Context: an optimization exercise on an open-source flow, tuned for small area. The choices shown serve that exercise and are no tape-out recipe.
No run shown here included a check of the RTL's function; only the layout flow was run.
Power figures rest on the tool's default switching activity, not on a simulated workload.

`flow/run.sh`:
```
#!/bin/bash
# synth_recipe.tcl (not shown) runs the flow's synth.tcl, then flattens the netlist and writes it again
# the make line also repeats each setting of config.mk as NAME=value (left out here)
make -C /OpenROAD-flow-scripts/flow DESIGN_CONFIG=/design/flow/config.mk WORK_HOME=/design/flow/orfs CLKGATE_MAP_FILE= SYNTH_SCRIPT=/design/flow/synth_recipe.tcl finish
```
`flow/config.mk`:
```
export PLATFORM = sky130hd
export DESIGN_NAME = collision_avoidance_car
export DESIGN_NICKNAME = collision_avoidance_car
export VERILOG_FILES = /design/flow/design.v
export SDC_FILE = /design/flow/constraint.sdc
export NUM_CORES = 4
export LEC_CHECK = 0
export CAP_MARGIN = 20
export CORE_MARGIN = 2
export CORE_UTILIZATION = 40
export SLEW_MARGIN = 20
export SYNTH_HIERARCHICAL = 1
```
`flow/constraint.sdc`:
```
create_clock -name core_clock -period 9.0 [get_ports {clk}]
set_input_delay 1.8000 -clock core_clock [delete_from_list [all_inputs] [get_ports {clk}]]
set_output_delay 1.8000 -clock core_clock [all_outputs]
set_load 0.01 [all_outputs]
```
`flow/design.v`:
```
module collision_avoidance_car (
    input wire clk,
    input wire rst,
    input wire front_obstacle_detected,
    input wire left_obstacle_detected,
    input wire right_obstacle_detected,
    input wire front_obstacle_slow,
    input wire lane_clear_left,
    input wire lane_clear_right,
    input wire destination_reached,
    input wire [1:0] speed_limit_zone,
    output wire [1:0] acceleration,
    output wire [1:0] steering,
    output wire [1:0] indicators,
    output reg  [7:0] current_speed_out,
    output reg  [31:0] distance_travelled_out,
    output wire [31:0] total_power_consumed_out
);
    reg [1:0] front_cnt;
    reg       left_h1, left_h2;      
    reg       right_h1, right_h2;
    reg       lcl_ok, lcr_ok;
    reg       slow_r, dest_r;
    reg [1:0] zone_r;
    always @(posedge clk or posedge rst) begin
        if (rst) begin
            front_cnt <= 2'd0;
            left_h1   <= 1'b0;
            left_h2   <= 1'b0;
            right_h1  <= 1'b0;
            right_h2  <= 1'b0;
            lcl_ok    <= 1'b0;
            lcr_ok    <= 1'b0;
            slow_r    <= 1'b0;
            dest_r    <= 1'b0;
            zone_r    <= 2'd0;
        end else begin
            front_cnt[1] <= front_obstacle_detected & (front_cnt[1] | front_cnt[0]);
            front_cnt[0] <= front_obstacle_detected & (front_cnt[1] | ~front_cnt[0]);
            left_h1   <= left_obstacle_detected;
            left_h2   <= left_obstacle_detected & left_h1;
            right_h1  <= right_obstacle_detected;
            right_h2  <= right_obstacle_detected & right_h1;
            lcl_ok    <= lane_clear_left  & ~(left_obstacle_detected  & left_h2);
            lcr_ok    <= lane_clear_right & ~(right_obstacle_detected & right_h2);
            slow_r    <= front_obstacle_slow;
            dest_r    <= destination_reached;
            zone_r    <= speed_limit_zone;
        end
    end
    wire pf = front_cnt[1] & front_cnt[0];
    localparam [2:0] X_IDLE  = 3'd0,
                     X_ACC   = 3'd1,
                     X_CRU   = 3'd2,
                     X_DEC   = 3'd3,
                     X_AVOID = 3'd4,
                     X_STOP  = 3'd5,
                     X_LEFT  = 3'd6,
                     X_RIGHT = 3'd7;
    reg a1, a0;
    reg [2:0] x;
    assign acceleration = {a1, a0};
    wire sd      = x[2] & x[1];
    wire ind_on  = sd & (a1 | a0);
    assign indicators = {ind_on & x[0], ind_on & ~x[0]};
    assign steering   = {sd & a1 & x[0], sd & a1 & ~x[0]};
    wire in_idle  = (x == X_IDLE);
    wire in_acc   = (x == X_ACC) | (sd & a1);
    wire in_cru   = (x == X_CRU);
    wire in_dec   = (x == X_DEC);
    wire in_avoid = (x == X_AVOID);
    wire in_prep  = sd & ~a1 & ~a0;
    wire in_lane  = sd & a0;
    reg [1:0] k_d;       
    reg       brake_d;   
    wire [7:0] S = current_speed_out;
    wire spb1 = brake_d | (k_d[1] ^ k_d[0]);
    wire spb2 = brake_d | (k_d[1] & ~k_d[0]);
    wire spb3 = brake_d | (k_d[1] & k_d[0]);
    wire [7:0] sp_sum;
    wire [7:0] speed = (brake_d & (S[7:1] == 7'd0)) ? 8'd0 : sp_sum;
    reg hi, mid, reached;
    always @(*) begin
        case (zone_r)
            2'd0: begin hi = speed < 8'd10; mid = speed < 8'd25; reached = speed >= 8'd30;  end
            2'd1: begin hi = speed < 8'd40; mid = speed < 8'd55; reached = speed >= 8'd60;  end
            2'd2: begin hi = speed < 8'd80; mid = speed < 8'd95; reached = speed >= 8'd100; end
            default: begin hi = 1'b0; mid = 1'b0; reached = 1'b1; end
        endcase
    end
    wire [1:0] k = !a1 ? 2'd0 :
                   (in_acc & hi)  ? 2'd3 :
                   (in_acc & mid) ? 2'd2 : 2'd1;
    reg [2:0] x_n;
    always @(*) begin
        x_n = x;
        if (in_idle) begin
            if (dest_r) x_n = X_STOP; else if (!pf) x_n = X_ACC;
        end else if (in_acc) begin
            if (pf) x_n = X_AVOID; else if (slow_r) x_n = X_DEC; else if (dest_r) x_n = X_STOP;
            else if (reached) x_n = X_CRU; else x_n = X_ACC;
        end else if (in_cru) begin
            if (pf) x_n = X_AVOID; else if (slow_r) x_n = X_DEC; else if (dest_r) x_n = X_STOP;
        end else if (in_dec) begin
            if (pf) x_n = X_AVOID; else if (lcl_ok) x_n = X_LEFT; else if (lcr_ok) x_n = X_RIGHT;
            else if (!slow_r) x_n = X_ACC;
        end else if (in_avoid) begin
            if (speed == 8'd0 && !pf) x_n = X_IDLE;
        end
    end
    wire a1_n = in_acc | in_lane;
    wire a0_n = in_idle | in_cru | in_prep;
    reg [30:0] pw;
    assign total_power_consumed_out = {pw, 1'b0};
    wire [7:0] ma = S & {8{k_d[0]}};
    wire [7:0] mb = S & {8{k_d[1]}};
    wire [30:0] pw_n;
    wire [31:0] dist_n;
    wire hs1, hc2, fs3, fc4, fs5, fc6, fs7, fc8, fs9, fc10, fs11, fc12, fs13, fc14, w15, hs16, hc17, fs18, fc19, fs20, fc21, fs22, fc23, fs24, fc25, fs26, fc27, fs28, fc29, hs30, hc31, fs32, fc33, fs34, fc35, fs36, fc37, fs38, fc39, fs40, fc41, fs42, fc43, fs44, fc45, fs46, fc47, fs48, fc49, fs50, fc51, fs52, fc53, fs54, fc55, fs56, fc57, fs58, fc59, fs60, fc61, fs62, fc63, fs64, fc65, fs66, fc67, fs68, fc69, fs70, fc71, hs72, hc73, fs74, fc75, fs76, fc77, hs78, hc79, hs80, hc81, fs82, fc83, fs84, fc85, fs86, fc87, fs88, fc89, fs90, fc91, hs92, hc93, hs94, hc95, hs96, hc97, fs98, fc99, fs100, fc101, hs102, hc103, hs104, hc105, hs106, hc107, w108, cb109, hs110, hc111, hs112, hc113, hs114, hc115, w116, cb117, hs118, hc119, hs120, hc121, hs122, hc123, w124, cb125, hs126, hc127, hs128, hc129, hs130, hc131, w132, hs133, hc134, fs135, fc136, fs137, fc138, fs139, fc140, fs141, fc142, fs143, fc144, fs145, fc146, fs147, fc148, hs149, hc150, hs151, hc152, hs153, hc154, hs155, hc156, hs157, hc158, hs159, hc160, hs161, hc162, hs163, hc164, hs165, hc166, hs167, hc168, hs169, hc170, w171, cb172, hs173, hc174, hs175, hc176, hs177, hc178, hs179, hc180, hs181, hc182, hs183, hc184, hs185, hc186, hs187, hc188, hs189, hc190, hs191, hc192, hs193, hc194, w195;
    cac_ha u_hs1 (.a(S[0]), .b(k_d[0]), .s(hs1), .co(hc2));
    cac_fa u_fs3 (.a(S[1]), .b(spb1), .c(hc2), .s(fs3), .co(fc4));
    cac_fa u_fs5 (.a(S[2]), .b(spb2), .c(fc4), .s(fs5), .co(fc6));
    cac_fa u_fs7 (.a(S[3]), .b(spb3), .c(fc6), .s(fs7), .co(fc8));
    cac_fa u_fs9 (.a(S[4]), .b(brake_d), .c(fc8), .s(fs9), .co(fc10));
    cac_fa u_fs11 (.a(S[5]), .b(brake_d), .c(fc10), .s(fs11), .co(fc12));
    cac_fa u_fs13 (.a(S[6]), .b(brake_d), .c(fc12), .s(fs13), .co(fc14));
    assign w15 = S[7] ^ brake_d ^ fc14;
    assign sp_sum = {w15, fs13, fs11, fs9, fs7, fs5, fs3, hs1};
    cac_ha u_hs16 (.a(ma[1]), .b(mb[0]), .s(hs16), .co(hc17));
    cac_fa u_fs18 (.a(ma[2]), .b(mb[1]), .c(hc17), .s(fs18), .co(fc19));
    cac_fa u_fs20 (.a(ma[3]), .b(mb[2]), .c(fc19), .s(fs20), .co(fc21));
    cac_fa u_fs22 (.a(ma[4]), .b(mb[3]), .c(fc21), .s(fs22), .co(fc23));
    cac_fa u_fs24 (.a(ma[5]), .b(mb[4]), .c(fc23), .s(fs24), .co(fc25));
    cac_fa u_fs26 (.a(ma[6]), .b(mb[5]), .c(fc25), .s(fs26), .co(fc27));
    cac_fa u_fs28 (.a(ma[7]), .b(mb[6]), .c(fc27), .s(fs28), .co(fc29));
    cac_ha u_hs30 (.a(mb[7]), .b(fc29), .s(hs30), .co(hc31));
    cac_fa u_fs32 (.a(pw[3]), .b(fs20), .c(ma[0]), .s(fs32), .co(fc33));
    cac_fa u_fs34 (.a(pw[4]), .b(fs22), .c(hs16), .s(fs34), .co(fc35));
    cac_fa u_fs36 (.a(pw[5]), .b(fs24), .c(fs18), .s(fs36), .co(fc37));
    cac_fa u_fs38 (.a(pw[6]), .b(fs26), .c(fs20), .s(fs38), .co(fc39));
    cac_fa u_fs40 (.a(pw[7]), .b(fs28), .c(fs22), .s(fs40), .co(fc41));
    cac_fa u_fs42 (.a(pw[8]), .b(hs30), .c(fs24), .s(fs42), .co(fc43));
    cac_fa u_fs44 (.a(pw[9]), .b(hc31), .c(fs26), .s(fs44), .co(fc45));
    cac_fa u_fs46 (.a(pw[10]), .b(fs28), .c(fs26), .s(fs46), .co(fc47));
    cac_fa u_fs48 (.a(pw[11]), .b(hs30), .c(fs28), .s(fs48), .co(fc49));
    cac_fa u_fs50 (.a(pw[12]), .b(hc31), .c(hs30), .s(fs50), .co(fc51));
    cac_fa u_fs52 (.a(fc33), .b(fs34), .c(ma[0]), .s(fs52), .co(fc53));
    cac_fa u_fs54 (.a(fc35), .b(fs36), .c(hs16), .s(fs54), .co(fc55));
    cac_fa u_fs56 (.a(fc37), .b(fs38), .c(fs18), .s(fs56), .co(fc57));
    cac_fa u_fs58 (.a(fc39), .b(fs40), .c(fs20), .s(fs58), .co(fc59));
    cac_fa u_fs60 (.a(fc41), .b(fs42), .c(fs22), .s(fs60), .co(fc61));
    cac_fa u_fs62 (.a(fc43), .b(fs44), .c(fs24), .s(fs62), .co(fc63));
    cac_fa u_fs64 (.a(fc51), .b(pw[13]), .c(hc31), .s(fs64), .co(fc65));
    cac_fa u_fs66 (.a(fc63), .b(fc45), .c(fs46), .s(fs66), .co(fc67));
    cac_fa u_fs68 (.a(fc67), .b(fc47), .c(fs48), .s(fs68), .co(fc69));
    cac_fa u_fs70 (.a(fc69), .b(fc49), .c(fs50), .s(fs70), .co(fc71));
    cac_ha u_hs72 (.a(pw[0]), .b(ma[0]), .s(hs72), .co(hc73));
    cac_fa u_fs74 (.a(pw[1]), .b(hs16), .c(hc73), .s(fs74), .co(fc75));
    cac_fa u_fs76 (.a(pw[2]), .b(fs18), .c(fc75), .s(fs76), .co(fc77));
    cac_ha u_hs78 (.a(fs32), .b(fc77), .s(hs78), .co(hc79));
    cac_ha u_hs80 (.a(fs52), .b(hc79), .s(hs80), .co(hc81));
    cac_fa u_fs82 (.a(fc53), .b(fs54), .c(hc81), .s(fs82), .co(fc83));
    cac_fa u_fs84 (.a(fc55), .b(fs56), .c(fc83), .s(fs84), .co(fc85));
    cac_fa u_fs86 (.a(fc57), .b(fs58), .c(fc85), .s(fs86), .co(fc87));
    cac_fa u_fs88 (.a(fc59), .b(fs60), .c(fc87), .s(fs88), .co(fc89));
    cac_fa u_fs90 (.a(fc61), .b(fs62), .c(fc89), .s(fs90), .co(fc91));
    cac_ha u_hs92 (.a(fs66), .b(fc91), .s(hs92), .co(hc93));
    cac_ha u_hs94 (.a(fs68), .b(hc93), .s(hs94), .co(hc95));
    cac_ha u_hs96 (.a(fs70), .b(hc95), .s(hs96), .co(hc97));
    cac_fa u_fs98 (.a(fc71), .b(fs64), .c(hc97), .s(fs98), .co(fc99));
    cac_fa u_fs100 (.a(fc65), .b(pw[14]), .c(fc99), .s(fs100), .co(fc101));
    cac_ha u_hs102 (.a(pw[15]), .b(fc101), .s(hs102), .co(hc103));
    cac_ha u_hs104 (.a(pw[16]), .b(hc103), .s(hs104), .co(hc105));
    cac_ha u_hs106 (.a(pw[17]), .b(hc105), .s(hs106), .co(hc107));
    assign w108 = pw[18] ^ hc107;
    assign cb109 = fc101 & pw[15] & pw[16] & pw[17] & pw[18];
    cac_ha u_hs110 (.a(pw[19]), .b(cb109), .s(hs110), .co(hc111));
    cac_ha u_hs112 (.a(pw[20]), .b(hc111), .s(hs112), .co(hc113));
    cac_ha u_hs114 (.a(pw[21]), .b(hc113), .s(hs114), .co(hc115));
    assign w116 = pw[22] ^ hc115;
    assign cb117 = fc101 & pw[15] & pw[16] & pw[17] & pw[18] & pw[19] & pw[20] & pw[21] & pw[22];
    cac_ha u_hs118 (.a(pw[23]), .b(cb117), .s(hs118), .co(hc119));
    cac_ha u_hs120 (.a(pw[24]), .b(hc119), .s(hs120), .co(hc121));
    cac_ha u_hs122 (.a(pw[25]), .b(hc121), .s(hs122), .co(hc123));
    assign w124 = pw[26] ^ hc123;
    assign cb125 = fc101 & pw[15] & pw[16] & pw[17] & pw[18] & pw[19] & pw[20] & pw[21] & pw[22] & pw[23] & pw[24] & pw[25] & pw[26];
    cac_ha u_hs126 (.a(pw[27]), .b(cb125), .s(hs126), .co(hc127));
    cac_ha u_hs128 (.a(pw[28]), .b(hc127), .s(hs128), .co(hc129));
    cac_ha u_hs130 (.a(pw[29]), .b(hc129), .s(hs130), .co(hc131));
    assign w132 = pw[30] ^ hc131;
    assign pw_n = {w132, hs130, hs128, hs126, w124, hs122, hs120, hs118, w116, hs114, hs112, hs110, w108, hs106, hs104, hs102, fs100, fs98, hs96, hs94, hs92, fs90, fs88, fs86, fs84, fs82, hs80, hs78, fs76, fs74, hs72};
    cac_ha u_hs133 (.a(distance_travelled_out[0]), .b(S[0]), .s(hs133), .co(hc134));
    cac_fa u_fs135 (.a(distance_travelled_out[1]), .b(S[1]), .c(hc134), .s(fs135), .co(fc136));
    cac_fa u_fs137 (.a(distance_travelled_out[2]), .b(S[2]), .c(fc136), .s(fs137), .co(fc138));
    cac_fa u_fs139 (.a(distance_travelled_out[3]), .b(S[3]), .c(fc138), .s(fs139), .co(fc140));
    cac_fa u_fs141 (.a(distance_travelled_out[4]), .b(S[4]), .c(fc140), .s(fs141), .co(fc142));
    cac_fa u_fs143 (.a(distance_travelled_out[5]), .b(S[5]), .c(fc142), .s(fs143), .co(fc144));
    cac_fa u_fs145 (.a(distance_travelled_out[6]), .b(S[6]), .c(fc144), .s(fs145), .co(fc146));
    cac_fa u_fs147 (.a(distance_travelled_out[7]), .b(S[7]), .c(fc146), .s(fs147), .co(fc148));
    cac_ha u_hs149 (.a(distance_travelled_out[8]), .b(fc148), .s(hs149), .co(hc150));
    cac_ha u_hs151 (.a(distance_travelled_out[9]), .b(hc150), .s(hs151), .co(hc152));
    cac_ha u_hs153 (.a(distance_travelled_out[10]), .b(hc152), .s(hs153), .co(hc154));
    cac_ha u_hs155 (.a(distance_travelled_out[11]), .b(hc154), .s(hs155), .co(hc156));
    cac_ha u_hs157 (.a(distance_travelled_out[12]), .b(hc156), .s(hs157), .co(hc158));
    cac_ha u_hs159 (.a(distance_travelled_out[13]), .b(hc158), .s(hs159), .co(hc160));
    cac_ha u_hs161 (.a(distance_travelled_out[14]), .b(hc160), .s(hs161), .co(hc162));
    cac_ha u_hs163 (.a(distance_travelled_out[15]), .b(hc162), .s(hs163), .co(hc164));
    cac_ha u_hs165 (.a(distance_travelled_out[16]), .b(hc164), .s(hs165), .co(hc166));
    cac_ha u_hs167 (.a(distance_travelled_out[17]), .b(hc166), .s(hs167), .co(hc168));
    cac_ha u_hs169 (.a(distance_travelled_out[18]), .b(hc168), .s(hs169), .co(hc170));
    assign w171 = distance_travelled_out[19] ^ hc170;
    assign cb172 = fc148 & distance_travelled_out[8] & distance_travelled_out[9] & distance_travelled_out[10] & distance_travelled_out[11] & distance_travelled_out[12] & distance_travelled_out[13] & distance_travelled_out[14] & distance_travelled_out[15] & distance_travelled_out[16] & distance_travelled_out[17] & distance_travelled_out[18] & distance_travelled_out[19];
    cac_ha u_hs173 (.a(distance_travelled_out[20]), .b(cb172), .s(hs173), .co(hc174));
    cac_ha u_hs175 (.a(distance_travelled_out[21]), .b(hc174), .s(hs175), .co(hc176));
    cac_ha u_hs177 (.a(distance_travelled_out[22]), .b(hc176), .s(hs177), .co(hc178));
    cac_ha u_hs179 (.a(distance_travelled_out[23]), .b(hc178), .s(hs179), .co(hc180));
    cac_ha u_hs181 (.a(distance_travelled_out[24]), .b(hc180), .s(hs181), .co(hc182));
    cac_ha u_hs183 (.a(distance_travelled_out[25]), .b(hc182), .s(hs183), .co(hc184));
    cac_ha u_hs185 (.a(distance_travelled_out[26]), .b(hc184), .s(hs185), .co(hc186));
    cac_ha u_hs187 (.a(distance_travelled_out[27]), .b(hc186), .s(hs187), .co(hc188));
    cac_ha u_hs189 (.a(distance_travelled_out[28]), .b(hc188), .s(hs189), .co(hc190));
    cac_ha u_hs191 (.a(distance_travelled_out[29]), .b(hc190), .s(hs191), .co(hc192));
    cac_ha u_hs193 (.a(distance_travelled_out[30]), .b(hc192), .s(hs193), .co(hc194));
    assign w195 = distance_travelled_out[31] ^ hc194;
    assign dist_n = {w195, hs193, hs191, hs189, hs187, hs185, hs183, hs181, hs179, hs177, hs175, hs173, w171, hs169, hs167, hs165, hs163, hs161, hs159, hs157, hs155, hs153, hs151, hs149, fs147, fs145, fs143, fs141, fs139, fs137, fs135, hs133};
    always @(posedge clk or posedge rst) begin
        if (rst) begin
            x <= X_IDLE;
            a1 <= 1'b0; a0 <= 1'b1;
            k_d <= 2'd0;
            brake_d <= 1'b0;
            current_speed_out <= 8'd0;
            distance_travelled_out <= 32'd0;
            pw <= 31'd0;
        end else begin
            x <= x_n;
            a1 <= a1_n; a0 <= a0_n;
            k_d <= k;
            brake_d <= ~a1 & ~a0;
            current_speed_out <= speed;
            distance_travelled_out <= dist_n;
            pw <= pw_n;
        end
    end
endmodule
module cac_fa (input wire a, input wire b, input wire c, output wire s, output wire co);
    assign s  = a ^ b ^ c;
    assign co = (a & b) | (c & (a ^ b));
endmodule
module cac_ha (input wire a, input wire b, output wire s, output wire co);
    assign s  = a ^ b;
    assign co = a & b;
endmodule
```
==> impl_metrics.toml, run 1 <==
[worst_setup_path]
r2r_end = "pw[30]"
cp_data_arrival_time_ns = 8.30
slowest_delay_ns = 0.61
rr_worst_depth = 25
crit_path_top_delay_cell = "fa_1"
crit_path_end_kind = "flip-flop"
r2r_setup_slack_ns = 0.93
cp-start-kind = "flip-flop"
worstSetupPathType = "flip-flop to flip-flop"
rr_startpoint = "k_d[0]"
required_ns = 9.23
critical_path.top_delay_family = "adder cells"
crit_top_cell = "fa_1"
crit_buf_inv = 0
path_max_fanout = 11

[sta]
slew_headroom_pct = 52.6
min_period_ns = 8.07
fin_setup_tns_ns = 0
worstMarginPinSlew_ns = 0.711
worst_slack_ns = 0.926
worst_hold_slack_ns = 0.427
rsz0062_at_grt = "false"
slew_viol_final = 0
hold_viol_final = 0
fin_worst_skew_ns = 0.00741
max_freq_mhz = 124
period_share_pct = 89.7
setup_viol = 0

[hold_path]
hp-class = "flip-flop to flip-flop"
min-delay-start = "right_h2"
min_to = "lcr_ok"
holdPathStages = 1

[logic_synthesis]
yosys.area.top_type = "dfrtp_1"
async_flop_share_pct = 100
yosysSeqAreaShare_pct = 47.2
syn_inst = 338
synth_most_common_cell = "dfrtp_1"
synth_top_area_share_pct = 46.6
synth.distinct_cells = 52
ys_dominant_reg_cell = "dfrtp_1"
synth_edf_count = 0
synth_common_cells = "dfrtp_1, fa_1, ha_1"
synthTopCellsByArea = "dfrtp_1, fa_1, ha_1"
syn_nets = 443
postSynthAreaPerCell_sq_um = 14.3
ys_warn_count = 7
ys_ff_latch = 91
syn_area_sq_um = 4830

[floorplanning]
std_cell_rows = 40
die_h_microns = 114
initial_core_util_pct = 40.5
io_pins = 89
die_x_microns = 114
dieArea_sq_um = 13000
core_region_area_sq_um = 11900

[global_routing]
track_usage_pct = 15.9
grt_max_degree = 57
grt_pass1_wl_microns = 15800
antenna_found_initial = 0
grt_overflow = 0
grt_pass1_vias = 3093

[clock_network]
h-tree-depth = 3
cts_hold_buf = 0
cts_sinks = 91
clockBufferDepth = 2
cts_buffers = 9
cts_tree = "done"
cts_root_buf = "clkbuf_16"
cts_resized = 0
clkTransAtPathRegs_ns = 0.06
cts_setup_buffers = 0
clock_latency_ns = 0.34

[pwr]
power.density_nw_per_um2 = 385
vdd_drop_max_mv = 0.124
p_leak_nw = 2.93

[finish]
final_util_pct = 51.5
syn2layout_area_growth_pct = 27.1
n_antenna_cell = 0
drive_gt1_share_pct = 8.33
fin_nets = 533

[route]
wl_microns = 9080
routedWlPerCell_microns = 15.7
vias_per_cell = 5.08
route.detailed.drc = 0
drt_iter0_drc = 98
dr.pass1.iters = 4
dr_total_vias = 2943
ant_nets = 0

[flow_run]
max-cap-violations = 0

[place]
gp_congestion = 0.876
io_buffers = 87
place_hpwl_microns = 7050
place_ws_ns = 0.858

[run_status]
status = "timing/DRC/antenna clean"
Yosys stat by module (local to each module, per instance):
| module | flops+latches | copies in the design | cell area (sq um) |
|---|---|---|---|
| cac_fa | 0 | 48 | 20.0 |
| cac_ha | 0 | 44 | 12.5 |
| collision_avoidance_car | 91 | 1 | 3320 |
cells in the final DEF (no fill, tap or decap), drive strengths merged, types with 2 or more instances in the layout:
| cell | n |
|---|---|
| a211oi | 2 |
| nor2 | 14 |
| a31o | 3 |
| nor3 | 5 |
| xor2 | 6 |
| and2 | 27 |
| clkbuf | 11 |
| a21oi | 7 |
| bufinv | 2 |
| clkdlybuf4s50 | 87 |
| a31oi | 3 |
| clkinv | 3 |
| nand3 | 4 |
| a21boi | 3 |
| nand4 | 6 |
| fa | 48 |
| nor4 | 4 |
| a22oi | 3 |
| inv | 5 |
| o31ai | 2 |
| nand2 | 8 |
| ha | 46 |
| dfrtp | 90 |
| o21ai | 10 |
| or2 | 2 |
| nand2b | 3 |
| and3 | 3 |
sequential cells by signal, summed over array words and instances (netlist names):
signal                  cells
a0                          1
a1                          1
brake_d                     1
current_speed_out           8
dest_r                      1
distance_travelled_out     32
front_cnt                   2
k_d                         2
lcl_ok                      1
lcr_ok                      1
left_h1                     1
left_h2                     1
pw                         31
right_h1                    1
right_h2                    1
slow_r                      1
x                           3
zone_r                      2
logic make-up after synthesis:
family	count (synthesis)	share of synthesized area, %
mux	1	0.233
buf+inv	15	2.12
other cells	1	0.0777
compound gates	46	6.84
fa+ha+maj	94	31.8
xor+xnor	8	1.76
flops	91	47.2
simple gates	82	9.95
per-stage QoR:
stage                     instances  power [W]  area, sq um
after detailed placement        564    0.00199         5810
after global routing            579    0.00262         6140
final                           579    0.00237         6140
after global placement          564    0.00196         5810
after CTS                       579    0.00242         6140
after floorplan                 338    0.00157         4830
cell type report:
| type | instances | area, sq um |
|---|---|---|
| clock inverters | 4 | 73.8 |
| clock buffers | 11 | 253 |
| repair buffers | 88 | 878 |
| multi-input cells | 232 | 2450 |
| inverters | 6 | 23.8 |
| fillers | 1067 | 5770 |
| well taps | 147 | 184 |
| flip-flops and latches | 91 | 2280 |
power by group:
part / internal, W / switching (W) / leakage (nW)
Sequential: 0.000551 / 0.000155 / 1.15
Combinational: 0.000634 / 0.000616 / 1.62
Clock: 0.000257 / 0.000152 / 0.162
Total: 0.00144 / 0.000923 / 2.93
how the worst max path moves through the flow:
stage | from | depth (start not counted) | endpoint
after CTS | current_speed_out[1] | 25 | pw[30]
final | k_d[0] | 25 | pw[30]
after global placement | current_speed_out[1] | 25 | pw[30]
after global routing | current_speed_out[1] | 25 | pw[30]
after floorplan | current_speed_out[1] | 25 | pw[30]
after detailed placement | current_speed_out[1] | 25 | pw[30]
metal layers:
metal	part of all wire, %	GRT usage [%]	vias to the layer above
met2	50	25.0	71
met5	0	0	-
met4	1.2	4.96	0
met1	44	20.7	1497
li1	-	-	1365
met3	5.3	5.74	10
worst register-to-register path: stages, from the launching register on:
cell	delay, ns
dfrtp_1	0.47
and2_1	0.21
ha_1	0.20
fa_1	0.37
fa_1	0.38
fa_1	0.39
fa_1	0.39
fa_1	0.38
fa_1	0.61
fa_1	0.48
fa_1	0.50
fa_1	0.42
fa_1	0.38
fa_1	0.37
ha_1	0.19
ha_1	0.19
ha_1	0.19
fa_1	0.37
fa_1	0.40
and3_1	0.18
nand3_1	0.12
nor3_1	0.08
ha_1	0.18
ha_1	0.18
ha_1	0.18
xor2_1	0.15
==> run 2, diff against run 1 <==
==> flow/flow/run.sh (new file) <==
#!/bin/bash
# The standard layout, with small port buffers and a clock tree without dummy loads.
set -euo pipefail
bash standard.sh \
  "BUFFER_PORTS_ARGS=-buffer_cell sky130_fd_sc_hd__buf_1" \
  "CTS_ARGS=-sink_clustering_enable -repair_clock_nets -dont_use_dummy_load" \
  finish > standard.log 2>&1
==> flow/standard.sh (new file) <==
#!/bin/bash
# synth_recipe.tcl (not shown) runs the flow's synth.tcl, then flattens the netlist and writes it again
# the make line also repeats each setting of config.mk as NAME=value (left out here)
make -C /OpenROAD-flow-scripts/flow DESIGN_CONFIG=/design/flow/config.mk WORK_HOME=/design/flow/orfs CLKGATE_MAP_FILE= SYNTH_SCRIPT=/design/flow/synth_recipe.tcl "${@:-finish}"
removed: flow/run.sh
==> run 2 against run 1 <==
Compared with the run above:
- still clean on timing, DRC and antenna
- die area unchanged
- synthesized area unchanged
- clock power down 23%
- critical path type unchanged
- critical endpoint unchanged
==> impl_metrics.toml, run 2 <==
[worst_setup_path]
worstSetupPathType = "flip-flop to flip-flop"
cp-start-kind = "flip-flop"
cp_data_arrival_time_ns = 8.33
rr_startpoint = "k_d[0]"
required_ns = 9.23
crit_start = "k_d[0]"
path_max_fanout = 11
crit_path_end_kind = "flip-flop"

[place]
place_hpwl_microns = 6880
io_buffers = 87
gp_congestion = 0.879

[clock_network]
cts_setup_buffers = 0
h-tree-depth = 3
cts_hold_buf = 0
clkTransAtPathRegs_ns = 0.06
cts_tree = "done"
cts_buffers = 9
clock_latency_ns = 0.35
cts_root_buf = "clkbuf_16"
cts_sinks = 91
clockBufferDepth = 2
cts_resized = 0

[sta]
worstMarginPinSlew_ns = 0.842
period_share_pct = 90.0
slew_headroom_pct = 43.9
hold_viol_final = 0
max_freq_mhz = 123
min_period_ns = 8.10
setup_viol = 0
rsz0062_at_grt = "false"
fin_worst_skew_ns = 0.0156
slew_viol_final = 0
fin_setup_tns_ns = 0

[logic_synthesis]
synthTopCellsByArea = "dfrtp_1, fa_1, ha_1"
synth_top_area_share_pct = 46.6
synth_most_common_cell = "dfrtp_1"
ys_warn_count = 7
yosysSeqAreaShare_pct = 47.2
ys_dominant_reg_cell = "dfrtp_1"
syn_area_sq_um = 4830
syn_inst = 338
synth_edf_count = 0
syn_nets = 443
ys_ff_latch = 91
postSynthAreaPerCell_sq_um = 14.3
synth.distinct_cells = 52
yosys.area.top_type = "dfrtp_1"
synth_common_cells = "dfrtp_1, fa_1, ha_1"
async_flop_share_pct = 100

[route]
wl_microns = 8780
ant_nets = 0
vias_per_cell = 5.14
dr_total_vias = 2943
dr.pass1.iters = 4
routedWlPerCell_microns = 15.3
route.detailed.drc = 0
drt_iter0_drc = 78

[finish]
mostFrequentLayoutCells = "dfrtp_1, buf_1, fa_1"
n_antenna_cell = 0
top_regs = "distance_travelled_out: 32 flops, pw: 31 flops, current_speed_out: 8 flops"
final_util_pct = 46.1
largest_reg_flops = 32
layout_commonest_cell = "dfrtp_1"
largest_register = "distance_travelled_out"
drive_gt1_share_pct = 7.04
syn2layout_area_growth_pct = 13.8
fin_nets = 533

[pwr]
comb_power_share_pct = 52.7
swShare_pct = 42.4
power.density_nw_per_um2 = 391
power.net_switching_w = 0.000912
vdd_drop_max_mv = 0.148
power_frac_seq_pct = 32.6
p_clk_share_pct = 14.7
p_leak_nw = 2.66
internal_power_w = 0.00124

[hold_path]
min-delay-start = "left_h2"
hp-class = "flip-flop to flip-flop"

[floorplanning]
initial_core_util_pct = 40.5
die_x_microns = 114
io_pins = 89
dieArea_sq_um = 13000
std_cell_rows = 40
core_region_area_sq_um = 11900
die_h_microns = 114

[global_routing]
grt_overflow = 0
track_usage_pct = 15.2
grt_max_degree = 66
grt_pass1_vias = 3156
antenna_found_initial = 0
grt_pass1_wl_microns = 15300

[flow_run]
max-cap-violations = 0

[run_status]
status = "timing/DRC/antenna clean"
[run 2: cell counts after synthesis]
No cell type changed its count.
[run 2: worst max-delay path: stages (launching register included)]
cell     delay, ns
dfrtp_1       0.46
and2_1        0.20
ha_1          0.20
fa_1          0.38
fa_1          0.40
fa_1          0.40
fa_1          0.61
fa_1          0.47
fa_1          0.49
fa_1          0.42
fa_1          0.39
fa_1          0.39
fa_1          0.40
fa_1          0.38
ha_1          0.20
ha_1          0.18
ha_1          0.19
fa_1          0.38
fa_1          0.40
and3_1        0.18
nand3_1       0.11
nor3_1        0.08
ha_1          0.18
ha_1          0.17
ha_1          0.19
xor2_1        0.16
[run 2: final cells by class]
type                            count  area [sq um]
Multi-Input combinational cell    232          2450
Sequential cell                    91          2280
Tap cell                          147           184
Fill cell                        1127          6420
Timing Repair Buffer               88           334
Clock buffer                        9           225
Inverter                            6          23.8
[run 2: path summary, 6_finish.rpt]
kind,end,slack (ns),cells past startpoint
min reg2reg,lcl_ok,0.43,1
max,pw[30],0.90,25
min in group asynchronous,pw[19],1.43,2
max reg2reg,pw[30],0.90,25
min,lcl_ok,0.43,1
max in group asynchronous,pw[3],6.36,3
[run 2: power groups by stage]
stage | Clock (W) | Combinational [W] | Sequential (W)
final | 0.000315 | 0.00113 | 0.000702
after global routing | 0.000345 | 0.00132 | 0.000732
after CTS | 0.000329 | 0.00116 | 0.000708
after global placement | 0 | 0.00111 | 0.000711
after detailed placement | 0 | 0.00115 | 0.000715
after floorplan | 0 | 0.000860 | 0.000712
[run 2: metrics by stage]
step	total power (W)	worst slack, ns	hold slack (ns)	cells	cell area, sq um
after floorplan	0.00157	1.17	0.406	338	4830
after global placement	0.00182	0.976	0.417	564	5270
after detailed placement	0.00187	0.829	0.431	564	5270
after CTS	0.00220	0.827	0.438	573	5490
after global routing	0.00239	0.526	0.445	573	5490
final	0.00215	0.896	0.431	573	5490
[run 2: cell families after synthesis]
group | synth area share (%)
AO/OA/AOI/OAI | 6.84
flip-flops | 47.2
multiplexers | 0.233
XOR/XNOR | 1.76
buffers and inverters | 2.12
AND/OR/NAND/NOR | 9.95
adder cells (fa/ha/maj) | 31.8
other | 0.0777
[run 2: per-module statistics from Yosys (local to each module, per instance)]
module	cell area [sq um]	flip-flops and latches
cac_fa	20.0	0
collision_avoidance_car	3320	91
cac_ha	12.5	0
[run 2: routing by layer]
layer | share of wire [%] | up-vias | global-route usage (%)
met3 | 5.0 | 16 | 3.72
met1 | 43 | 1506 | 19.8
met5 | 0 | - | 0
li1 | - | 1354 | -
met4 | 2.1 | 0 | 7.07
met2 | 50 | 67 | 24.2
==> run 3, diff against run 2 <==
==> flow/flow/run.sh (replaced) <==
#!/bin/bash
# The standard layout, with small port buffers and a small clock tree without dummy loads.
set -euo pipefail
bash standard.sh \
  "BUFFER_PORTS_ARGS=-buffer_cell sky130_fd_sc_hd__buf_1" \
  "CTS_ARGS=-sink_clustering_enable -repair_clock_nets -dont_use_dummy_load -buf_list sky130_fd_sc_hd__clkbuf_8 -sink_clustering_size 40 -sink_clustering_max_diameter 200" \
  finish > standard.log 2>&1
==> run 3 against run 2 <==
Compared with the run above:
- clock skew grew 0.011 ns
- flip-flop and latch count is the same
- utilization shrank 0.85 points
- sequential power is essentially flat
- combinational power is essentially flat
- still clean on timing, DRC and antenna
- sequential share of layout area grew 0.78 points
==> impl_metrics.toml, run 3 <==
[sta]
max_freq_mhz = 123
min_period_ns = 8.10
slew_headroom_pct = 45.0
hold_viol_final = 0
fin_setup_tns_ns = 0
rsz0062_at_grt = "false"
worstMarginPinSlew_ns = 0.825
setup_viol = 0
period_share_pct = 90.1
slew_viol_final = 0
fin_worst_skew_ns = 0.0263
worst_slack_ns = 0.895

[logic_synthesis]
synth_top_area_share_pct = 46.6
syn_inst = 338
synth_common_cells = "dfrtp_1, fa_1, ha_1"
synth_edf_count = 0
postSynthAreaPerCell_sq_um = 14.3
synthTopCellsByArea = "dfrtp_1, fa_1, ha_1"
synth_most_common_cell = "dfrtp_1"
yosysSeqAreaShare_pct = 47.2
syn_nets = 443
async_flop_share_pct = 100
yosys.area.top_type = "dfrtp_1"
ys_dominant_reg_cell = "dfrtp_1"
ys_ff_latch = 91
ys_warn_count = 7
synth.distinct_cells = 52
syn_area_sq_um = 4830

[route]
wl_microns = 8820
routedWlPerCell_microns = 15.4
dr_total_vias = 2979
dr.pass1.iters = 4
vias_per_cell = 5.20
drt_iter0_drc = 95
ant_nets = 0
route.detailed.drc = 0

[pwr]
vdd_drop_max_mv = 0.125
power.total_w = 0.00205
p_leak_nw = 2.62
power.density_nw_per_um2 = 380

[finish]
layout_commonest_cell = "dfrtp_1"
fin_nets = 533
largest_register = "distance_travelled_out"
largest_reg_flops = 32
drive_gt1_share_pct = 7.04
final_area_sq_um = 5390
syn2layout_area_growth_pct = 11.7
mostFrequentLayoutCells = "dfrtp_1, buf_1, fa_1"
top_regs = "distance_travelled_out: 32 flops, pw: 31 flops, current_speed_out: 8 flops"
final_util_pct = 45.3
n_antenna_cell = 0

[clock_network]
cts_tree = "done"
cts_buffers = 9
cts_hold_buf = 0
cts_setup_buffers = 0
cts_sinks = 91
clkTransAtPathRegs_ns = 0.08
clock_latency_ns = 0.37
h-tree-depth = 3
cts_root_buf = "clkbuf_8"
clockBufferDepth = 2
cts_resized = 0

[global_routing]
grt_pass1_vias = 3173
grt_pass1_wl_microns = 15300
grt_max_degree = 66
track_usage_pct = 15.2
grt_overflow = 0
antenna_found_initial = 0

[flow_run]
max-cap-violations = 0

[hold_path]
hp-class = "flip-flop to flip-flop"
min-delay-start = "left_h2"
min_to = "lcl_ok"
holdPathStages = 1

[floorplanning]
std_cell_rows = 40
initial_core_util_pct = 40.5
io_pins = 89
dieArea_sq_um = 13000
die_h_microns = 114
core_region_area_sq_um = 11900
die_x_microns = 114

[worst_setup_path]
rr_worst_depth = 25
r2r_end = "pw[30]"
crit_start = "k_d[0]"
crit_path_end_kind = "flip-flop"
r2r_setup_slack_ns = 0.90
rr_startpoint = "k_d[0]"
required_ns = 9.26
path_max_fanout = 11
worstSetupPathType = "flip-flop to flip-flop"
cp-start-kind = "flip-flop"
cp_data_arrival_time_ns = 8.36

[run_status]
status = "timing/DRC/antenna clean"

[place]
gp_congestion = 0.879
place_hpwl_microns = 6880
place_ws_ns = 0.829
placed_area_sq_um = 5270
io_buffers = 87
-- run 3: cell counts after synthesis --
No cell type changed its count.
-- run 3: kinds of logic (layout without fill, tap and decap cells) --
logic type      count (synthesis)  after routing  share of synthesized area, %
buf+inv                        15            103                          2.12
fa+ha+maj                      94             94                          31.8
other cells                     1              1                        0.0777
xor+xnor                        8              8                          1.76
mux                             1              1                         0.233
compound gates                 46             46                          6.84
simple gates                   82             82                          9.95
flops                          91             91                          47.2
-- run 3: per-module statistics from Yosys (local to each module, per instance) --
module | flops+latches | cells | times used | area (sq um)
cac_fa | 0 | 1 | 48 | 20.0
collision_avoidance_car | 91 | 246 | 1 | 3320
cac_ha | 0 | 1 | 44 | 12.5
-- run 3: metal layers --
metal | vias up | part of all wire [%] | track usage (%)
met1 | 1538 | 43 | 19.6
met3 | 13 | 4.8 | 3.72
met5 | - | 0 | 0
met4 | 0 | 2.2 | 6.83
li1 | 1350 | - | -
met2 | 78 | 50 | 24.5
-- run 3: area by class of cell --
class	count	area, sq um
fill	1145	6520
multi-input combinational	232	2450
sequential	91	2280
timing repair buffer	88	334
tap	147	184
clock buffer	9	124
inverter	6	23.8
-- run 3: how the worst max path moves through the flow --
stage | endpoint | slack, ns | depth (start not counted)
global placement | pw[30] | 0.98 | 25
CTS | pw[30] | 0.84 | 25
floorplan | pw[30] | 1.17 | 25
global route | pw[26] | 0.53 | 25
detailed placement | pw[30] | 0.83 | 25
finish | pw[30] | 0.90 | 25
-- run 3: critical path, cell delays in order, from the launching register on --
cell and delay, ns:
dfrtp_1 0.47, and2_1 0.20, ha_1 0.20, fa_1 0.38
fa_1 0.40, fa_1 0.40, fa_1 0.61, fa_1 0.47
fa_1 0.49, fa_1 0.42, fa_1 0.39, fa_1 0.39
fa_1 0.40, fa_1 0.38, ha_1 0.20, ha_1 0.18
ha_1 0.19, fa_1 0.38, fa_1 0.40, and3_1 0.18
nand3_1 0.11, nor3_1 0.08, ha_1 0.18, ha_1 0.17
ha_1 0.19, xor2_1 0.16
-- run 3: metrics by stage --
| step | hold WS [ns] | std cells |
|---|---|---|
| detailed placement | 0.431 | 564 |
| floorplan | 0.406 | 338 |
| global route | 0.449 | 573 |
| finish | 0.435 | 573 |
| global placement | 0.417 | 564 |
| CTS | 0.441 | 573 |
-- run 3: power by group --
part	switching, W	internal [W]
combinational	0.000622	0.000510
clock	0.000128	0.0000897
sequential	0.000150	0.000551
total	0.000900	0.00115
==> run 4, diff against run 3 <==
==> flow/flow/run.sh (replaced) <==
#!/bin/bash
# The standard layout, with small port buffers and a small clock tree without dummy loads.
set -euo pipefail
bash standard.sh \
  "BUFFER_PORTS_ARGS=-buffer_cell sky130_fd_sc_hd__buf_1" \
  "CTS_ARGS=-sink_clustering_enable -repair_clock_nets -dont_use_dummy_load -buf_list sky130_fd_sc_hd__clkbuf_16 -sink_clustering_size 100 -sink_clustering_max_diameter 500" \
  finish > standard.log 2>&1
==> run 4 against run 3 <==
Compared with the run above:
- clock power increased by 44%
- die area did not move
- cell area grew 1.9%
- critical path depth unchanged
- highest routed layer unchanged
- utilization up 0.85 points
- hold slack worse by 0.0033 ns
- sequential share of layout area down 0.78 points
- largest power group unchanged
- register-to-register slack barely moved
- still clean on timing, DRC and antenna
==> impl_metrics.toml, run 4 <==
[route]
drt_iter0_drc = 78
wl_microns = 8780
met3_length_microns = 436
wl_met2_microns = 4370
route.detailed.drc = 0
drt-met1-wl_microns = 3790
ant_nets = 0
routedWlPerCell_microns = 15.3
vias_per_cell = 5.14
dr_total_vias = 2943
top_layer = "met4"
dr.pass1.iters = 4

[clock_network]
clockBufferDepth = 2
clkTransAtPathRegs_ns = 0.06
clock_latency_ns = 0.35
cts_tree = "done"
cts_hold_buf = 0
cts_resized = 0
cts_setup_buffers = 0
cts_root_buf = "clkbuf_16"
cts_sinks = 91
h-tree-depth = 3
cts_buffers = 9

[global_routing]
grt_max_degree = 66
grt_pass1_vias = 3156
track_usage_pct = 15.2
antenna_found_initial = 0
grt_overflow = 0
grt_pass1_wl_microns = 15300

[logic_synthesis]
yosysSeqAreaShare_pct = 47.2
postSynthAreaPerCell_sq_um = 14.3
synth.distinct_cells = 52
async_flop_share_pct = 100
ys_warn_count = 7
syn_nets = 443
yosys.area.top_type = "dfrtp_1"
synth_most_common_cell = "dfrtp_1"
synth_common_cells = "dfrtp_1, fa_1, ha_1"
syn_inst = 338
ys_ff_latch = 91
syn_area_sq_um = 4830
synthTopCellsByArea = "dfrtp_1, fa_1, ha_1"
ys_dominant_reg_cell = "dfrtp_1"
synth_top_area_share_pct = 46.6
synth_edf_count = 0

[sta]
worstMarginPinSlew_ns = 0.842
max_freq_mhz = 123
worst_hold_slack_ns = 0.431
rsz0062_at_grt = "false"
worst_slack_ns = 0.896
min_period_ns = 8.10
fin_worst_skew_ns = 0.0156
slew_viol_final = 0
slew_headroom_pct = 43.9
hold_viol_final = 0
fin_setup_tns_ns = 0
setup_viol = 0
period_share_pct = 90.0

[worst_setup_path]
path_max_fanout = 11
cp-start-kind = "flip-flop"
required_ns = 9.23
crit_path_end_kind = "flip-flop"
cp_data_arrival_time_ns = 8.33
worstSetupPathType = "flip-flop to flip-flop"

[finish]
top_regs = "distance_travelled_out: 32 flops, pw: 31 flops, current_speed_out: 8 flops"
largest_register = "distance_travelled_out"
fillers = 1127
final_util_pct = 46.1
mostFrequentLayoutCells = "dfrtp_1, buf_1, fa_1"
layout_commonest_cell = "dfrtp_1"
syn2layout_area_growth_pct = 13.8
fin_nets = 533
n_antenna_cell = 0
largest_reg_flops = 32
drive_gt1_share_pct = 7.04

[pwr]
vdd_drop_max_mv = 0.148
power.density_nw_per_um2 = 391
p_leak_nw = 2.66

[place]
place_hpwl_microns = 6880
place_ws_ns = 0.829
io_buffers = 87
gp_congestion = 0.879

[floorplanning]
io_pins = 89
core_region_area_sq_um = 11900
dieArea_sq_um = 13000
initial_core_util_pct = 40.5
std_cell_rows = 40
die_h_microns = 114
die_x_microns = 114

[hold_path]
hp-class = "flip-flop to flip-flop"

[flow_run]
max-cap-violations = 0

[run_status]
status = "timing/DRC/antenna clean"
==> run 4: metrics by stage <==
stage / cell area [sq um] / cells / total power, W
floorplan: 4830 / 338 / 0.00157
global placement: 5270 / 564 / 0.00182
detailed placement: 5270 / 564 / 0.00187
CTS: 5490 / 573 / 0.00220
global route: 5490 / 573 / 0.00239
finish: 5490 / 573 / 0.00215
==> run 4: modules after synthesis (local to each module, per instance) <==
module	copies in the design	flip-flops and latches
collision_avoidance_car	1	91
cac_ha	44	0
cac_fa	48	0
==> run 4: worst max-delay path, stage by stage, from the launching register on <==
cell and delay [ns]:
dfrtp_1 0.46, and2_1 0.20, ha_1 0.20, fa_1 0.38, fa_1 0.40, fa_1 0.40, fa_1 0.61, fa_1 0.47
fa_1 0.49, fa_1 0.42, fa_1 0.39, fa_1 0.39, fa_1 0.40, fa_1 0.38, ha_1 0.20, ha_1 0.18
ha_1 0.19, fa_1 0.38, fa_1 0.40, and3_1 0.18, nand3_1 0.11, nor3_1 0.08, ha_1 0.18, ha_1 0.17
ha_1 0.19, xor2_1 0.16
==> run 4: worst paths after layout <==
kind | from | end | slack (ns) | cells past startpoint
min reg2reg | left_h2 | lcl_ok | 0.43 | 1
max in group asynchronous | rst | pw[3] | 6.36 | 3
min in group asynchronous | rst | pw[19] | 1.43 | 2
max reg2reg | k_d[0] | pw[30] | 0.90 | 25
max | k_d[0] | pw[30] | 0.90 | 25
min | left_h2 | lcl_ok | 0.43 | 1
==> run 4: final cells by class <==
| class | instances | area [sq um] | share of cell area, % |
|---|---|---|---|
| flip-flops and latches | 91 | 2280 | 41.5 |
| repair buffers | 88 | 334 | 6.08 |
| clock buffers | 9 | 225 | 4.10 |
| inverters | 6 | 23.8 | 0.433 |
| well taps | 147 | 184 | 3.35 |
| multi-input cells | 232 | 2450 | 44.6 |
==> run 4: power by group <==
part	internal [W]	switching [W]	total, W
clock	0.000176	0.000139	0.000315
sequential	0.000552	0.000150	0.000702
combinational	0.000511	0.000622	0.00113
==> run 4: cell families after synthesis <==
kind of cell	share of synthesized area, %
AO/OA/AOI/OAI	6.84
buffers and inverters	2.12
flip-flops	47.2
XOR/XNOR	1.76
other	0.0777
multiplexers	0.233
adder cells (fa/ha/maj)	31.8
AND/OR/NAND/NOR	9.95
==> run 4: metal layers <==
metal / vias to the layer above / GRT usage, %
met1: 1506 / 19.8
li1: 1354 / -
met3: 16 / 3.72
met5: - / 0
met4: 0 / 7.07
met2: 67 / 24.2
==> run 5, diff against run 4 <==
==> flow/flow/run.sh (replaced) <==
#!/bin/bash
# The standard layout, with small port buffers and a small clock tree without dummy loads.
set -euo pipefail
bash standard.sh \
  "BUFFER_PORTS_ARGS=-buffer_cell sky130_fd_sc_hd__buf_1" \
  "CTS_ARGS=-repair_clock_nets -dont_use_dummy_load -buf_list sky130_fd_sc_hd__clkbuf_8 -root_buf sky130_fd_sc_hd__clkbuf_16" \
  finish > standard.log 2>&1
==> run 5 against run 4 <==
Compared with the run above:
- global-route usage unchanged
- power unchanged
- sequential share of layout area unchanged
- synthesized cell count unchanged
- first-iteration DRC count unchanged
- register-to-register slack about the same
- hold slack unchanged
- clock skew unchanged
- clock power about the same
- critical endpoint unchanged
- largest power group unchanged
- highest routed layer unchanged
==> impl_metrics.toml, run 5 <==
[clock_network]
clock_latency_ns = 0.35
cts_hold_buf = 0
cts_root_buf = "clkbuf_16"
cts_buffers = 9
cts_tree = "done"
clkTransAtPathRegs_ns = 0.06
clockBufferDepth = 2
cts_resized = 0
h-tree-depth = 3
cts_setup_buffers = 0
cts_sinks = 91

[floorplanning]
dieArea_sq_um = 13000
std_cell_rows = 40
die_h_microns = 114
core_region_area_sq_um = 11900
initial_core_util_pct = 40.5
io_pins = 89
die_x_microns = 114

[sta]
setup_viol = 0
slew_viol_final = 0
rsz0062_at_grt = "false"
fin_setup_tns_ns = 0
fin_worst_skew_ns = 0.0156
max_freq_mhz = 123
period_share_pct = 90.0
worstMarginPinSlew_ns = 0.842
slew_headroom_pct = 43.9
hold_viol_final = 0
min_period_ns = 8.10

[route]
routedWlPerCell_microns = 15.3
drt_iter0_drc = 78
top_layer = "met4"
vias_per_cell = 5.14
wl_met2_microns = 4370
ant_nets = 0
drt-met1-wl_microns = 3790
wl_microns = 8780
dr.pass1.iters = 4
route.detailed.drc = 0
met3_length_microns = 436
dr_total_vias = 2943

[worst_setup_path]
cp_data_arrival_time_ns = 8.33
r2r_setup_slack_ns = 0.90
crit_path_end_kind = "flip-flop"
path_max_fanout = 11
rr_startpoint = "k_d[0]"
worstSetupPathType = "flip-flop to flip-flop"
r2r_end = "pw[30]"
crit_top_cell = "fa_1"
rr_worst_depth = 25
required_ns = 9.23
slowest_delay_ns = 0.61
cp-start-kind = "flip-flop"
crit_path_top_delay_cell = "fa_1"

[flow_run]
max-cap-violations = 0

[pwr]
power.net_switching_w = 0.000912
comb_power_share_pct = 52.7
internal_power_w = 0.00124
power.density_nw_per_um2 = 391
p_clk_share_pct = 14.7
power.total_w = 0.00215
vdd_drop_max_mv = 0.148
p_leak_nw = 2.66
power_frac_seq_pct = 32.6
swShare_pct = 42.4

[logic_synthesis]
syn_nets = 443
async_flop_share_pct = 100
synth_most_common_cell = "dfrtp_1"
synth_top_area_share_pct = 46.6
ys_dominant_reg_cell = "dfrtp_1"
synth_edf_count = 0
syn_area_sq_um = 4830
yosys.area.top_type = "dfrtp_1"
ys_warn_count = 7
syn_inst = 338
synthTopCellsByArea = "dfrtp_1, fa_1, ha_1"
synth.distinct_cells = 52
synth_common_cells = "dfrtp_1, fa_1, ha_1"
yosysSeqAreaShare_pct = 47.2
postSynthAreaPerCell_sq_um = 14.3
ys_ff_latch = 91

[global_routing]
grt_pass1_vias = 3156
grt_overflow = 0
grt_max_degree = 66
antenna_found_initial = 0
grt_pass1_wl_microns = 15300
track_usage_pct = 15.2

[finish]
syn2layout_area_growth_pct = 13.8
top_regs = "distance_travelled_out: 32 flops, pw: 31 flops, current_speed_out: 8 flops"
fin_nets = 533
n_antenna_cell = 0
largest_register = "distance_travelled_out"
largest_reg_flops = 32
mostFrequentLayoutCells = "dfrtp_1, buf_1, fa_1"
layout_commonest_cell = "dfrtp_1"
drive_gt1_share_pct = 7.04

[hold_path]
min-delay-start = "left_h2"
holdPathStages = 1
min_to = "lcl_ok"
hp-class = "flip-flop to flip-flop"

[place]
gp_congestion = 0.879
place_hpwl_microns = 6880
io_buffers = 87

[run_status]
status = "timing/DRC/antenna clean"
-- run 5: cell counts in the layout (fill, tap and decap cells not counted) --
Identical to the previous run, type by type.
-- run 5: modules after synthesis, one instance, submodules excluded --
module / cells / flip-flops and latches / times used
collision_avoidance_car: 246 / 91 / 1
cac_fa: 1 / 0 / 48
cac_ha: 1 / 0 / 44
-- run 5: area by class of cell --
cell class | count | area, sq um
repair buffers | 88 | 334
fillers | 1127 | 6420
flip-flops and latches | 91 | 2280
multi-input cells | 232 | 2450
well taps | 147 | 184
inverters | 6 | 23.8
clock buffers | 9 | 225
-- run 5: stage by stage --
step                area (sq um)  setup WS (ns)  cells  util, %  hold WS, ns
CTS                         5490          0.827    573     46.1        0.438
detailed placement          5270          0.829    564     44.2        0.431
global placement            5270          0.976    564     44.2        0.417
global route                5490          0.526    573     46.1        0.445
finish                      5490          0.896    573     46.1        0.431
floorplan                   4830           1.17    338        -        0.406
-- run 5: worst max path at each step --
stage	start	to	slack, ns	cells after the start
after global placement	current_speed_out[1]	pw[30]	0.98	25
after floorplan	current_speed_out[1]	pw[30]	1.17	25
after global routing	k_d[0]	pw[26]	0.53	25
after CTS	k_d[0]	pw[30]	0.83	25
final	k_d[0]	pw[30]	0.90	25
after detailed placement	k_d[0]	pw[30]	0.83	25
-- run 5: worst max-delay path, delay by kind of cell, from the launching register on --
kind	cells	cell delay, ns
AND/OR/NAND/NOR	4	0.57
adder cells (fa/ha/maj)	20	6.82
XOR/XNOR	1	0.16
flip-flops	1	0.46
-- run 5: kinds of logic (layout without fill, tap and decap cells) --
group | Yosys count | after routing | synth area share, %
muxes | 1 | 1 | 0.233
AOI/OAI and AO/OA | 46 | 46 | 6.84
other | 1 | 1 | 0.0777
DFF | 91 | 91 | 47.2
buffers and inverters | 15 | 103 | 2.12
xor gates and xnor gates | 8 | 8 | 1.76
and+or+nand+nor | 82 | 82 | 9.95
adders and majority gates | 94 | 94 | 31.8
-- run 5: layer usage --
metal  vias up  GRT usage (%)
met5         -              0
met4         0           7.07
met3        16           3.72
met2        67           24.2
met1      1506           19.8
li1       1354              -
-- run 5: power groups by stage --
stage | logic [W] | clock network [W] | registers, W
floorplan | 0.000860 | 0 | 0.000712
global placement | 0.00111 | 0 | 0.000711
detailed placement | 0.00115 | 0 | 0.000715
CTS | 0.00116 | 0.000329 | 0.000708
global route | 0.00132 | 0.000345 | 0.000732
finish | 0.00113 | 0.000315 | 0.000702

[port drivers added, routing unchanged]
The flow's constraints put no driver on any port. The routed layouts listed below were extracted and timed again, unchanged, in two steps. Step 1, drivers: a clkbuf_16 drives clk and a buf_2 each remaining input, both assumed. Step 2 also shifts input and output timing later by t, the mid clock arrival at the registers, as if the neighbouring blocks saw the same clock. a / b / c = no drivers / after step 1 / after step 2; a / b = the first two.
run	shift t [ns]	setup slack, ns	worst slew at a driven data input, ns
run 1	0.376	0.926 / 0.926 / 0.926	0.04
run 2	0.375	0.896 / 0.896 / 0.896	0.05
run 3	0.393	0.895 / 0.895 / 0.895	0.04
run 4	0.375	0.896 / 0.896 / 0.896	0.05
run 5	0.375	0.896 / 0.896 / 0.896	0.05
After both steps setup and hold are still met in every run listed.
